From an optimization exercise on the open Yosys and OpenROAD flow, aimed at a short achievable clock period and few clock cycles; shortcuts taken in it are not production practice. Only simulation tests tie the RTL to the original design; equivalence was not proved. Power is estimated from default activity; no workload was simulated.

==> inputs of run a <==
Design rv32is, start of the top module:
module rv32is(
    input 	clk,
	input 	rst,
	output [31:0] imemaddr,
	input  [31:0] imemdataout,
	output [31:0] dmemaddr,
	input  [31:0] dmemdataout,
	output [31:0] dmemdatain,
	output [2:0] dmemop,
	output	dmemwe,
	output reg [31:0] dbg_pc,
	output reg done,
	output reg wb,
	output [31:0] reg00, reg01, reg02, reg03, reg04, reg05, reg06, reg07,
				  reg08, reg09, reg10, reg11, reg12, reg13, reg14, reg15,
				  reg16, reg17, reg18, reg19, reg20, reg21, reg22, reg23,
				  reg24, reg25, reg26, reg27, reg28, reg29, reg30, reg31
);
    reg [31:0] rf [1:31];
    reg        tk_r;
    reg        tk_o;           
    reg [31:0] fa_tr, fa_ntr;
    reg        bv_tr, bv_ntr, ds_tr, ds_ntr, bp_tr, bp_ntr;
    wire [31:0] fa = tk_r ? fa_tr : fa_ntr;    
    reg [31:0] bpc;         
    wire       bvalid = tk_r ? bv_tr : bv_ntr;   
    wire       dspec  = tk_r ? ds_tr : ds_ntr;   
    wire       bpred  = tk_r ? bp_tr : bp_ntr;   
    reg        btb_v;
    reg [31:0] btb_pc, btb_tgt;
    reg        bi_v, bi_b, bi_tk;   
    reg [31:0] bi_pc, bi_tgt;
    reg        e_vp, e_kl;             
    wire       e_valid = e_vp & ~e_kl;
    reg [31:0] e_a, e_b, e_imm, e_target, e_pc, e_pcp4, e_eval;
    reg        s_add, s_sub, s_sll, s_slt, s_sltu, s_xor, s_srl, s_sra, s_or, s_and;
    reg        c_eq, c_ne, c_lt, c_ge, c_ltu, c_geu;
    reg        kp_fb, kp_brr, kp_jalr, kp_jale, kp_bp;
    wire       k_fb   = kp_fb   & ~e_kl;   
    wire       k_brr  = kp_brr  & ~e_kl;   
    wire       k_jalr = kp_jalr & ~e_kl;   
    wire       k_jale = kp_jale & ~e_kl;   
    wire       k_bp   = kp_bp   & ~e_kl;   
    reg        e_back;                 
    reg        e_zaddi;                
    reg [31:0] e_nimm;
    reg        kp_ebi;
  ...
clock: 9.0 ns
lec_check: 0
cap_margin: 20
core_margin: 2
core_utilization: 40
slew_margin: 20
tns_end_percent: 100
standard.sh (not shown) runs the stock make flow with config.mk's settings and CLKGATE_MAP_FILE= SYNTH_SCRIPT=/design/flow/synth_recipe.tcl, a recipe that flattens the netlist after the stock synthesis.
==> flow/flow/run.sh <==
#!/bin/bash
set -euo pipefail
export SETUP_SLACK_MARGIN=$(cat flow/margin.txt)
export BUFFER_PORTS_ARGS="-buffer_cell sky130_fd_sc_hd__buf_4"
bash standard.sh > flow_make.log 2>&1
==> flow/flow/margin.txt <==
5
==> run b: changes against run a <==
--- a/flow/design.v
+++ b/flow/design.v
@@ -922,39 +922,31 @@
 				  reg08, reg09, reg10, reg11, reg12, reg13, reg14, reg15,
 				  reg16, reg17, reg18, reg19, reg20, reg21, reg22, reg23,
 				  reg24, reg25, reg26, reg27, reg28, reg29, reg30, reg31
 );
     reg [31:0] rf [1:31];
-    reg        tk_r;
-    reg        tk_o;           
-    reg [31:0] fa_tr, fa_ntr;
-    reg        bv_tr, bv_ntr, ds_tr, ds_ntr, bp_tr, bp_ntr;
-    wire [31:0] fa = tk_r ? fa_tr : fa_ntr;    
+    reg [31:0] fa;          
     reg [31:0] bpc;         
-    wire       bvalid = tk_r ? bv_tr : bv_ntr;   
-    wire       dspec  = tk_r ? ds_tr : ds_ntr;   
-    wire       bpred  = tk_r ? bp_tr : bp_ntr;   
+    reg        bvalid;      
+    reg        dspec;       
+    reg        bpred;       
     reg        btb_v;
     reg [31:0] btb_pc, btb_tgt;
-    reg        bi_v, bi_b, bi_tk;   
+    reg        bi_v;                
     reg [31:0] bi_pc, bi_tgt;
-    reg        e_vp, e_kl;             
-    wire       e_valid = e_vp & ~e_kl;
+    reg        e_valid;
     reg [31:0] e_a, e_b, e_imm, e_target, e_pc, e_pcp4, e_eval;
     reg        s_add, s_sub, s_sll, s_slt, s_sltu, s_xor, s_srl, s_sra, s_or, s_and;
     reg        c_eq, c_ne, c_lt, c_ge, c_ltu, c_geu;
-    reg        kp_fb, kp_brr, kp_jalr, kp_jale, kp_bp;
-    wire       k_fb   = kp_fb   & ~e_kl;   
-    wire       k_brr  = kp_brr  & ~e_kl;   
-    wire       k_jalr = kp_jalr & ~e_kl;   
-    wire       k_jale = kp_jale & ~e_kl;   
-    wire       k_bp   = kp_bp   & ~e_kl;   
+    reg        k_fb;                   
+    reg        k_brr;                  
+    reg        k_jalr, k_jale;         
+    reg        k_bp;                   
     reg        e_back;                 
     reg        e_zaddi;                
     reg [31:0] e_nimm;
-    reg        kp_ebi;
-    wire       k_ebi  = kp_ebi  & ~e_kl;   
+    reg        k_ebi;                  
     reg        e_ld, e_st, e_link, e_halt, e_wen, e_early;
     reg [4:0]  e_rd;
     reg [2:0]  e_mop;
     reg        m_valid, m_wen, m_ld, m_we, m_halt;
     reg [4:0]  m_rd;
@@ -990,15 +982,16 @@
     wire [31:0] immB = {{20{d_ins[31]}}, d_ins[7], d_ins[30:25], d_ins[11:8], 1'b0};
     wire [31:0] immJ = {{12{d_ins[31]}}, d_ins[19:12], d_ins[20], d_ins[30:21], 1'b0};
     wire [31:0] immU = {d_ins[31:12], 12'b0};
     wire triv     = op_jal ? (immJ == 32'd4) : (immB == 32'd4);
     wire [19:0] pc_hi   = d_pc[31:12];
-    reg  [19:0] pc_hip, pc_him;
-    reg  [11:0] pc_hjp, pc_hjm;
-    reg  [31:0] bpc4;
+    wire [19:0] pc_hip  = d_pc[31:12] + 20'd1;
+    wire [19:0] pc_him  = d_pc[31:12] - 20'd1;
     wire [12:0] tb_lo   = {1'b0, d_pc[11:0]} + {1'b0, immB[11:0]};
     wire [31:0] tgtB    = {immB[31] ? (tb_lo[12] ? pc_hi : pc_him) : (tb_lo[12] ? pc_hip : pc_hi), tb_lo[11:0]};
+    wire [11:0] pc_hjp  = d_pc[31:20] + 12'd1;
+    wire [11:0] pc_hjm  = d_pc[31:20] - 12'd1;
     wire [20:0] tj_lo   = {1'b0, d_pc[19:0]} + {1'b0, immJ[19:0]};
     wire [31:0] tgtJ    = {immJ[31] ? (tj_lo[20] ? d_pc[31:20] : pc_hjm) : (tj_lo[20] ? pc_hjp : d_pc[31:20]), tj_lo[19:0]};
     wire [31:0] tgtU    = {d_pc[31:12] + d_ins[31:12], d_pc[11:0]};
     wire [31:0] d_target = op_jal ? tgtJ : tgtB;
     wire        j_early  = e_valid & e_wen & e_early & (e_rd == d_rs1);
@@ -1070,16 +1063,13 @@
     wire d_ebn  = d_eb & ~eb_tk & bpred;                           
     wire d_bp  = d_valid & op_br  & ~triv & d_free & bpred & ~eb_c;    
     wire d_fb  = d_valid & op_br  & ~triv & d_free & ~bpred & ~eb_c;   
     wire kill_nt = k_jalr | k_jale;                      
     wire kill_t  = kill_nt | k_brr | k_fb;               
-    wire        bhit_t  = btb_v & (btb_pc == fa_tr);
-    wire        bhit_nt = btb_v & (btb_pc == fa_ntr);
-    wire [31:0] seq_t   = bhit_t  ? btb_tgt : fa_tr  + 32'd4;
-    wire [31:0] seq_nt  = bhit_nt ? btb_tgt : fa_ntr + 32'd4;
-    wire        bhit   = tk_r ? bhit_t : bhit_nt;
-    wire [31:0] fa_seq = tk_r ? seq_t : seq_nt;
+    wire        bhit   = btb_v & (btb_pc == fa);
+    wire [31:0] fa_seq = bhit ? btb_tgt : fa + 32'd4;
+    wire [31:0] bpc4   = bpc + 32'd4;
     reg [31:0] fa_d; reg bv_d, ds_d, bp_d;
     always @(*) begin
         ds_d = 1'b0; bp_d = 1'b0;
         if (stall)      begin fa_d = bpc;                      bv_d = 1'b0; end
         else if (d_jal) begin fa_d = tgtJ;                     bv_d = 1'b0; end
@@ -1096,82 +1086,65 @@
     wire        bp_t = (kill_nt | k_brr) ? 1'b0 : k_fb ? bhit : bp_d;
     wire [31:0] fa_nt = kill_nt ? fa_e : k_fb ? (stall ? bpc : bpc4) : k_bp ? e_pcp4 : fa_d;
     wire        bv_nt = (kill_nt | k_fb | k_bp) ? 1'b0 : bv_d;
     wire        ds_nt = (kill_nt | k_fb | k_bp) ? 1'b0 : ds_d;
     wire        bp_nt = (kill_nt | k_fb | k_bp) ? 1'b0 : bp_d;
+    wire [31:0] fa_n   = taken ? fa_t : fa_nt;
+    wire        bv_n   = taken ? bv_t : bv_nt;
+    wire        ds_n   = taken ? ds_t : ds_nt;
+    wire        bp_n   = taken ? bp_t : bp_nt;
     wire        killd  = taken ? kill_t : (kill_nt | k_bp);
-    wire        dgo    = d_valid & ~stall;                
-    assign imemaddr = tk_o ? fa_tr : fa_ntr;
+    wire        go     = d_valid & ~stall & ~killd;       
+    assign imemaddr = fa;
     assign dmemaddr   = m_addr;
     assign dmemop     = m_mop;
     assign dmemdatain = m_sdata;
     assign dmemwe     = m_we;
     always @(posedge clk) begin
         if (rst) begin
-            tk_r   <= 1'b0;
-            fa_tr  <= 32'h80000000;
-            fa_ntr <= 32'h80000000;
-            bv_tr  <= 1'b0;
-            bv_ntr <= 1'b0;
-            ds_tr  <= 1'b0;
-            ds_ntr <= 1'b0;
-            bp_tr  <= 1'b0;
-            bp_ntr <= 1'b0;
+            fa     <= 32'h80000000;
+            bvalid <= 1'b0;
+            dspec  <= 1'b0;
+            bpred  <= 1'b0;
             btb_v  <= 1'b0;
             bi_v   <= 1'b0;
-            bi_b   <= 1'b0;
         end else begin
-            tk_r   <= taken;
-            fa_tr  <= fa_t;
-            fa_ntr <= fa_nt;
-            bv_tr  <= bv_t;
-            bv_ntr <= bv_nt;
-            ds_tr  <= ds_t;
-            ds_ntr <= ds_nt;
-            bp_tr  <= bp_t;
-            bp_ntr <= bp_nt;
-            bi_b   <= (k_fb | k_brr) & e_back;
-            bi_v   <= k_ebi;
-            if (bi_v | (bi_b & bi_tk)) begin
+            bpred  <= bp_n;
+            bi_v   <= ((k_fb | k_brr) & taken & e_back) | k_ebi;
+            if (bi_v) begin
                 btb_v   <= 1'b1;
                 btb_pc  <= bi_pc;
                 btb_tgt <= bi_tgt;
             end
+            fa     <= fa_n;
+            bvalid <= bv_n;
+            dspec  <= ds_n;
         end
         bpc <= fa;
-        bpc4   <= fa + 32'd4;
-        pc_hip <= fa[31:12] + 20'd1;
-        pc_him <= fa[31:12] - 20'd1;
-        pc_hjp <= fa[31:20] + 12'd1;
-        pc_hjm <= fa[31:20] - 12'd1;
-        tk_o <= taken;             
-        bi_tk  <= taken;
         bi_pc  <= e_pc;
         bi_tgt <= e_target;
     end
     always @(posedge clk) begin
         if (rst) begin
-            e_vp    <= 1'b0;
-            e_kl    <= 1'b0;
-            kp_fb   <= 1'b0;
-            kp_brr  <= 1'b0;
-            kp_jalr <= 1'b0;
-            kp_jale <= 1'b0;
-            kp_bp   <= 1'b0;
-            kp_ebi  <= 1'b0;
+            e_valid <= 1'b0;
+            k_fb    <= 1'b0;
+            k_brr   <= 1'b0;
+            k_jalr  <= 1'b0;
+            k_jale  <= 1'b0;
+            k_bp    <= 1'b0;
+            k_ebi   <= 1'b0;
         end else begin
-            e_vp    <= dgo;
-            e_kl    <= killd;
-            kp_ebi  <= dgo & d_eb & eb_tk & immB[31];
-            kp_bp   <= dgo & d_bp;
-            kp_fb   <= dgo & d_fb;
-            kp_brr  <= dgo & op_br & ~triv & ~d_free;
-            kp_jalr <= dgo & op_jalr & ~d_jr;
-            kp_jale <= dgo & op_jal & ~triv & ~d_free;
+            k_ebi   <= go & d_eb & eb_tk & immB[31];
+            k_bp    <= go & d_bp;
+            e_valid <= go;
+            k_fb    <= go & d_fb;
+            k_brr   <= go & op_br & ~triv & ~d_free;
+            k_jalr  <= go & op_jalr & ~d_jr;
+            k_jale  <= go & op_jal & ~triv & ~d_free;
         end
         e_pc    <= d_pc;
-        e_pcp4  <= bpc4;
+        e_pcp4  <= d_pc + 32'd4;
         e_a     <= a_next;
         e_b     <= b_next;
         e_imm   <= op_st ? immS : immI;
         e_target <= d_target;
         s_add   <= op_lui | op_auipc | ((op_alui | op_alur) & (d_f3 == 3'b000) & ~(op_alur & d_ins[30]));
==> flow/flow/margin.txt (replaced) <==
6
==> run c: changes against run a <==
==> flow/flow/margin.txt (replaced) <==
6
--- a/flow/config.mk
+++ b/flow/config.mk
@@ -5,8 +5,8 @@
 export SDC_FILE = /design/flow/constraint.sdc
 export NUM_CORES = 4
 export LEC_CHECK = 0
 export CAP_MARGIN = 20
 export CORE_MARGIN = 2
-export CORE_UTILIZATION = 40
+export CORE_UTILIZATION = 33
 export SLEW_MARGIN = 20
 export TNS_END_PERCENT = 100
==> run d: changes against run a <==
==> flow/flow/margin.txt (replaced) <==
6
==> metrics.csv <==
stage,metric,value,unit
status,status,"complete, no violations",
routing,Starting DRT DRC Count,14700,
routing,DRT met1 WL,185000,microns
timing,post-layout min period,4.14,ns
pwr,maximum vdd drop,0.258,mV
worst_setup_path,Buf/Inv on CP,7,
(the above is from run b)
==> metrics.csv <==
stage,metric,value,unit
status,status,"complete, no violations",
routing,Starting DRT DRC Count,15300,
timing,post-layout min period,4.13,ns
routing,DRT met1 WL,198000,microns
worst_setup_path,Buf/Inv on CP,3,
cts,CTS tree,done,
pwr,maximum vdd drop,0.198,mV
(the above is from run d)
==> metrics.csv <==
stage,metric,value,unit
global_routing,busiest grt layer,met2,
timing,post-layout min period,4.18,ns
routing,post-DR wirelength/cell,47.3,microns
routing,via count,90000,
timing,total negative slack,0,ns
routing,DRT met1 WL,219000,microns
worst_setup_path,Buf/Inv on CP,3,
yosys,Netlist cell types,125,
global_routing,pin count of the biggest net entering global routing,63,
timing,period utilisation layout,46.4,%
routing,Starting DRT DRC Count,15200,
status,status,"complete, no violations",
(the above is from run c)
==> metrics.csv <==
stage,metric,value,unit
status,status,"complete, no violations",
yosys,Mean Syn Cell Area,12.7,sq um
pwr,maximum vdd drop,0.174,mV
routing,DRT met1 WL,194000,microns
timing,post-layout min period,4.22,ns
routing,Starting DRT DRC Count,14600,
(the above is from run a)
Testbench counts of run a, summed over its fixed seeds: cycles 28,424.
Testbench counts of run b, summed over its fixed seeds: cycles 28,424.
Testbench counts of run c, summed over its fixed seeds: cycles 28,424.
Testbench counts of run d, summed over its fixed seeds: cycles 28,424.

-- what the ideal ports hide --
The results above use ideal ports. As a check the final layouts listed here were re-extracted and re-timed, cells and wires unchanged. Step 1: set_driving_cell puts a clkbuf_16 on clk and a buf_2 on each other input, an assumption about the parent block. Step 2 also shifts input and output timing later by t, the mid clock arrival at the registers, as if the neighbouring blocks saw the same clock. a / b / c = ideal ports / drivers / drivers and shift; a / b = the first two.
| run | shift t [ns] | setup WS [ns] | hold slack, ns | worst setup path at the end | worst slew at a driven data input, ns |
|---|---|---|---|---|---|
| run a | 0.976 | 4.782 / 4.560 / 3.584 | 0.323 / 0.323 / 0.323 | input to register | 0.40 |
| run b | 0.998 | 4.856 / 4.668 / 3.670 | 0.321 / 0.321 / 0.321 | input to register | 0.57 |
| run c | 1.003 | 4.820 / 4.621 / 3.618 | 0.293 / 0.293 / 0.293 | input to register | 0.48 |
| run d | 1.020 | 4.872 / 4.663 / 3.642 | 0.326 / 0.326 / 0.326 | input to register | 0.39 |
After both steps every run listed still meets setup and hold. The setup slack of run d, which loses most, moves by -0.209 ns with the drivers and by -1.230 ns with both steps.
